What follows belongs to an exercise in optimizing a design on an open flow for small area, a short achievable clock period and few clock cycles per item; a production flow would make more cautious choices. The RTL was checked by simulation tests, not by an equivalence proof against the original design.

// ebpc_decoder
module ebpc_decoder
  (
   input logic                     clk_i,
   input logic                     rst_ni,
   input logic [DATA_W-1:0]        bpc_i,
   input logic                     bpc_last_i,
   input logic                     bpc_vld_i,
   output logic                    bpc_rdy_o,
   input logic [DATA_W-1:0]        znz_i,
   input logic                     znz_last_i,
   input logic                     znz_vld_i,
   output logic                    znz_rdy_o,
   input logic [LOG_MAX_WORDS-1:0] num_words_i,
   input logic                     num_words_vld_i,
   output logic                    num_words_rdy_o,
   output logic [DATA_W-1:0]       data_o,
   output logic                    last_o,
   output logic                    vld_o,
   input logic                     rdy_i
   );
  logic [23:0] cnt_q;
  logic        act_q, fin_q, nxt_q;
  logic [7:0]  z0_q, z1_q, z2_q;
  logic        zv0_q, zv1_q, zv2_q;
  logic        zl0_q, zl1_q, zl2_q;
  logic [7:0]  zp_q;
  logic [3:0]  zc_q;
  logic        zrun_q;         
  logic        fv0_q, fv1_q, fn0_q, fn1_q, fe0_q, fe1_q;
  logic [7:0]  od0_q, od1_q;
  logic        ov0_q, ov1_q, ol0_q, ol1_q;
  logic [7:0]  b0_q, b1_q, b2_q;
  logic        bv0_q, bv1_q, bv2_q;
  logic        bl0_q, bl1_q, bl2_q;
  logic [7:0]  bp_q;
  logic        inbase_q;       
  logic [3:0]  k_q;            
  logic [6:0]  pl_q [8];       
  logic [7:0]  base_q;
  logic        dfull_q;        
  logic [7:0]  acc_q;
  logic [7:0]  row_q [7];
  logic [7:0]  om_q;           
  logic        ov_q;
  logic        adv, odone, ld_out;
  function automatic logic [7:0] window8(input logic [7:0] s0, input logic [7:0] s1,
                                         input logic [7:0] p);
    logic [15:0] c;
    c = {s0, s1};
    window8 = '0;
    for (int j = 0; j < 8; j++)
      for (int i = 0; i < 8; i++)
        window8[7-j] = window8[7-j] | (p[i] & c[15-i-j]);
  endfunction
  logic [7:0]  zwin;
  logic        zbit, zrun, zsym_ok, zadv;
  logic [3:0]  zcnt;
  assign zwin    = window8(z0_q, z1_q, zp_q);
  assign zbit    = zwin[7];
  assign zcnt    = zwin[6:3];
  ...
For scale: ~61 I/O pins, ~0.013 mm² of cells after synthesis.
clock: 12.0 ns
lec_check: 0
cap_margin: 20
core_margin: 2
core_utilization: 40
place_density: 0.6
slew_margin: 20
standard.sh (not shown) runs the stock make flow with config.mk's settings and CLKGATE_MAP_FILE= SYNTH_SCRIPT=/design/flow/synth_recipe.tcl, a recipe that flattens the netlist after the stock synthesis.
==> flow/flow/run.sh <==
#!/bin/bash
# Standard ORFS layout with timing repair aiming for extra setup slack and
# plain buffers on the ports (the clock period and constraints are unchanged).
set -euo pipefail
bash standard.sh SETUP_SLACK_MARGIN=8.4 'BUFFER_PORTS_ARGS=-buffer_cell sky130_fd_sc_hd__buf_2' finish > standard_flow.log 2>&1
The baseline went through all stages and came out clean.
Testbench counts at the start, summed over its fixed seeds: cycles 29,214, words 28,155.
Then changed:
==> flow/flow/run.sh (replaced) <==
#!/bin/bash
# Standard ORFS layout with timing repair aiming for extra setup slack and
# plain buffers on the ports (the clock period and constraints are unchanged).
set -euo pipefail
bash standard.sh SETUP_SLACK_MARGIN=9 'BUFFER_PORTS_ARGS=-buffer_cell sky130_fd_sc_hd__buf_2' finish > standard_flow.log 2>&1
Worst hold slack stays flat.
Synthesized cell count stays the same.
Global-route usage is higher by 0.32 points.
Cell area is higher by a little under a tenth.
Fmax came out lower by a few percent.
Then changed:
==> flow/flow/run.sh (replaced) <==
#!/bin/bash
# Standard ORFS layout with timing repair aiming for extra setup slack and
# plain buffers on the ports (the clock period and constraints are unchanged).
set -euo pipefail
bash standard.sh SETUP_SLACK_MARGIN=8 'BUFFER_PORTS_ARGS=-buffer_cell sky130_fd_sc_hd__buf_2' finish > standard_flow.log 2>&1
After rerunning: The new run ran to the end with no violations; synthesized area is unchanged; core utilization is lower by 5.0 points; clock skew rises by 0.016 ns; register-to-register slack loses 0.77 ns; setup slack got worse by 0.10 ns; sequential share of layout area grows by 4.9 points; cell area went down by roughly a tenth; non-clock buffer count fell by 87; global-route usage drops by 0.78 points.


ebpc_decoder, a different RTL version from the one above (not shown whole).
For scale: about 280 flip-flops, roughly 61 I/O pins, ~13000 um2 of cells after synthesis.
clock: 12.0 ns
lec_check: 0
cap_margin: 20
core_margin: 2
core_utilization: 40
place_density: 0.6
slew_margin: 20
run.sh (not shown) runs the stock make flow with config.mk's settings and CLKGATE_MAP_FILE= SYNTH_SCRIPT=/design/flow/synth_recipe.tcl, a recipe that flattens the netlist after the stock synthesis.
Stock flow here: none of the scripts above is used.
Testbench counts at the start, summed over its fixed seeds: cycles 29,214, words 28,155.
Rerun with:
==> flow/flow/run.sh (new file) <==
#!/bin/bash
# Standard ORFS layout, with timing repair aiming for extra setup slack
# (the clock period and constraints are unchanged).
set -euo pipefail
bash standard.sh SETUP_SLACK_MARGIN=8 finish > standard_flow.log 2>&1
==> flow/standard.sh (new file) <==
#!/bin/bash
# synth_recipe.tcl (not shown) runs the flow's synth.tcl, then flattens the netlist and writes it again
# the make line also repeats each setting of config.mk as NAME=value (left out here)
make -C /OpenROAD-flow-scripts/flow DESIGN_CONFIG=/design/flow/config.mk WORK_HOME=/design/flow/orfs CLKGATE_MAP_FILE= SYNTH_SCRIPT=/design/flow/synth_recipe.tcl "${@:-finish}"
removed: flow/run.sh
Effect:
- wire length goes up by 1.0%
- cell area goes up by 1.3%
- worst setup slack gains 0.33 ns
- via count goes up by 2.0%
- die area does not change
- synthesized area stays the same
Rerun with:
==> flow/run.sh (new file) <==
#!/bin/bash
# synth_recipe.tcl (not shown) runs the flow's synth.tcl, then flattens the netlist and writes it again
# the make line also repeats each setting of config.mk as NAME=value (left out here)
make -C /OpenROAD-flow-scripts/flow DESIGN_CONFIG=/design/flow/config.mk WORK_HOME=/design/flow/orfs CLKGATE_MAP_FILE= SYNTH_SCRIPT=/design/flow/synth_recipe.tcl finish
Settings changed: CTS_BUF_LIST from default to sky130_fd_sc_hd__clkbuf_4 sky130_fd_sc_hd__clkbuf_8.
removed: flow/flow/run.sh
removed: flow/standard.sh
=>
- The new run completed with no timing, DRC or antenna violations
- worst hold slack stays flat
- clock skew goes up by 0.021 ns


ebpc_decoder, a different RTL version from the one above (not shown whole).
Size in the first run: ~270 flip-flops, roughly 61 I/O pins, ~13000 sq um of cells after synthesis.
clock: 12.0 ns
lec_check: 0
abc_area: 1
cap_margin: 20
core_margin: 2
core_utilization: 40
place_density: 0.6
slew_margin: 20
standard.sh (not shown) runs the stock make flow with config.mk's settings and CLKGATE_MAP_FILE= SYNTH_SCRIPT=/design/flow/synth_recipe.tcl, a recipe that flattens the netlist after the stock synthesis.
==> flow/flow/run.sh <==
#!/bin/bash
# Standard ORFS layout with timing repair aiming for extra setup slack and
# plain buffers on the ports (the clock period and constraints are unchanged).
set -euo pipefail
bash standard.sh SETUP_SLACK_MARGIN=8.4 'BUFFER_PORTS_ARGS=-buffer_cell sky130_fd_sc_hd__buf_2' finish > standard_flow.log 2>&1
Testbench counts at the start, summed over its fixed seeds: cycles 29,513, words 28,155.
Next try:
==> flow/flow/run.sh (replaced) <==
#!/bin/bash
# Standard ORFS layout with timing repair aiming for extra setup slack and
# plain buffers on the ports (the clock period and constraints are unchanged).
set -euo pipefail
bash standard.sh SETUP_SLACK_MARGIN=8.7 'BUFFER_PORTS_ARGS=-buffer_cell sky130_fd_sc_hd__buf_2' finish > standard_flow.log 2>&1
--- a/flow/config.mk
+++ b/flow/config.mk
@@ -7,3 +7,2 @@
 export LEC_CHECK = 0
-export ABC_AREA = 1
 export CAP_MARGIN = 20
Via count is lower by 6.9%.
Sequential share of layout area goes down by 1.9 points.
Synthesized area shrinks by 1.4%.
Count of clock-buffer cells in the layout increases by 1.
Routed wire length climbs by 1.5%.
Next try:
==> flow/flow/run.sh (replaced) <==
#!/bin/bash
# Standard ORFS layout with timing repair aiming for extra setup slack and
# plain buffers on the ports (the clock period and constraints are unchanged).
set -euo pipefail
bash standard.sh SETUP_SLACK_MARGIN=8.4 'BUFFER_PORTS_ARGS=-buffer_cell sky130_fd_sc_hd__buf_2' finish > standard_flow.log 2>&1
--- a/flow/config.mk
+++ b/flow/config.mk
@@ -9,4 +9,4 @@
 export CORE_MARGIN = 2
-export CORE_UTILIZATION = 40
-export PLACE_DENSITY = 0.6
+export CORE_UTILIZATION = 60
+export PLACE_DENSITY = 0.75
 export SLEW_MARGIN = 20
What happened: Die area falls by about 33%; cell area came out lower by about 5.6%; first-iteration DRC count falls by 12%; fmax shrinks by about 1.7%; utilization went up by 20 points; clock-buffer cell count shrinks by 10; final cell count came out lower by 11%; setup slack loses 0.061 ns.
Next try:
--- a/flow/config.mk
+++ b/flow/config.mk
@@ -9,4 +9,4 @@
 export CORE_MARGIN = 2
-export CORE_UTILIZATION = 60
-export PLACE_DENSITY = 0.75
+export CORE_UTILIZATION = 40
+export PLACE_DENSITY = 0.6
 export SLEW_MARGIN = 20
Effect:
- sequential share of layout area drops by 0.26 points
- worst setup slack is better by 0.0091 ns
- clock skew climbs by 0.0080 ns


lane 1:
ebpc_decoder, a different RTL version from the one above (not shown whole).
Size in the first run: about 1100 cells after synthesis, ~270 flip-flops, ~0.012 sq mm of cells after synthesis.
export LEC_CHECK = 0
export CAP_MARGIN = 20
export CORE_MARGIN = 2
export CORE_UTILIZATION = 40
export PLACE_DENSITY = 0.6
export SLEW_MARGIN = 20
create_clock -name core_clock -period 12.0 [get_ports {clk_i}]
==> flow/flow/run.sh <==
#!/bin/bash
# Standard ORFS layout with timing repair aiming for extra setup slack and
# plain buffers on the ports (the clock period and constraints are unchanged).
set -euo pipefail
bash standard.sh SETUP_SLACK_MARGIN=8.55 'BUFFER_PORTS_ARGS=-buffer_cell sky130_fd_sc_hd__buf_2' finish > standard_flow.log 2>&1
Testbench counts of lane 1, summed over its fixed seeds: cycles 29,214, words 28,155.
[inputs] lane 2 vs lane 1
==> flow/flow/run.sh <==
#!/bin/bash
# Standard ORFS layout with timing repair aiming for extra setup slack and
# plain buffers on the ports (the clock period and constraints are unchanged).
set -euo pipefail
bash standard.sh SETUP_SLACK_MARGIN=8.4 'BUFFER_PORTS_ARGS=-buffer_cell sky130_fd_sc_hd__buf_2' finish > standard_flow.log 2>&1
## What came out
Relative to lane 1, multi-input combinational area share has increased by 0.30 points in lane 2. The time the worst path needs with I/O delays and setup in lane 2 sits 0.053 ns above the value recorded for lane 1. Each of the runs, namely lane 1 and lane 2, reached the end of the flow and came out clean. Diff lane 1 -> lane 2: final worst slack down 0.053 ns; design area down 330 sq um; met1 routed wirelength after detailed routing down about 0.3%; endpoint arrival time on the critical path up 0.06 ns. [compare] base=lane 1 new=lane 2: area of the multi-input gates lower, count of plain and timing-repair buffers in the layout lower.
Setup changes, lane 2 to lane 3
- putting CTS_CLUSTER_SIZE at 25 where nothing was set
- putting CTS_CLUSTER_DIAMETER at 120 where nothing was set
Notes after the runs:
- The port buffer count was comparable across lane 3 and lane 2.
- Fraction of area in multi-input gates for lane 3: 1.3 points up relative to lane 2
- Min end-of-flow core utilization across lane 3 and lane 2: lane 3

## afterwards: timing with drivers on the ports
In the flow no input, the clock included, has a driving cell. The finished layouts below were timed again as built, in two steps.
Step 1 assumes that a clkbuf_16 drives the clock port and a buf_2 every other input.
Step 2, shift: input delay + t, output delay - t, t = (earliest + latest rising clock arrival at the registers) / 2. This alone moves slack from input paths to output paths.
Slacks: ideal / step 1 / step 2; pairs: ideal / step 1.
| run | shift t [ns] | setup slack, ns | latest minus earliest clock arrival (ns) |
|---|---|---|---|
| the first run of note 1 | 0.556 | 8.426 / 8.379 / 8.095 | 0.021 / 0.020 |
| the second run of note 1 | 0.601 | 8.310 / 8.261 / 7.978 | 0.011 / 0.011 |
| the third run of note 1 | 0.587 | 8.210 / 8.210 / 7.868 | 0.034 / 0.034 |
| the first run of note 2 | 0.598 | 7.803 / 7.803 / 7.575 | 0.024 / 0.024 |
| the second run of note 2 | 0.593 | 8.130 / 8.079 / 7.661 | 0.012 / 0.013 |
| the third run of note 2 | 0.599 | 7.756 / 7.756 / 7.587 | 0.035 / 0.035 |
| the first run of note 3 | 0.591 | 8.486 / 8.433 / 8.089 | 0.029 / 0.029 |
| the second run of note 3 | 0.590 | 8.510 / 8.460 / 8.225 | 0.020 / 0.020 |
| the third run of note 3 | 0.581 | 8.449 / 8.400 / 8.016 | 0.016 / 0.015 |
| the fourth run of note 3 | 0.582 | 8.458 / 8.408 / 8.014 | 0.024 / 0.024 |
| lane 1 | 0.591 | 8.497 / 8.449 / 8.112 | 0.017 / 0.017 |
| lane 2 | 0.599 | 8.444 / 8.398 / 8.060 | 0.015 / 0.015 |
| lane 3 | 0.532 | 8.504 / 8.460 / 8.078 | 0.021 / 0.021 |
After both steps setup and hold are still met in every run listed. The setup slack of the second run of note 2, which loses most, moves by -0.051 ns with the drivers and by -0.469 ns with both steps.
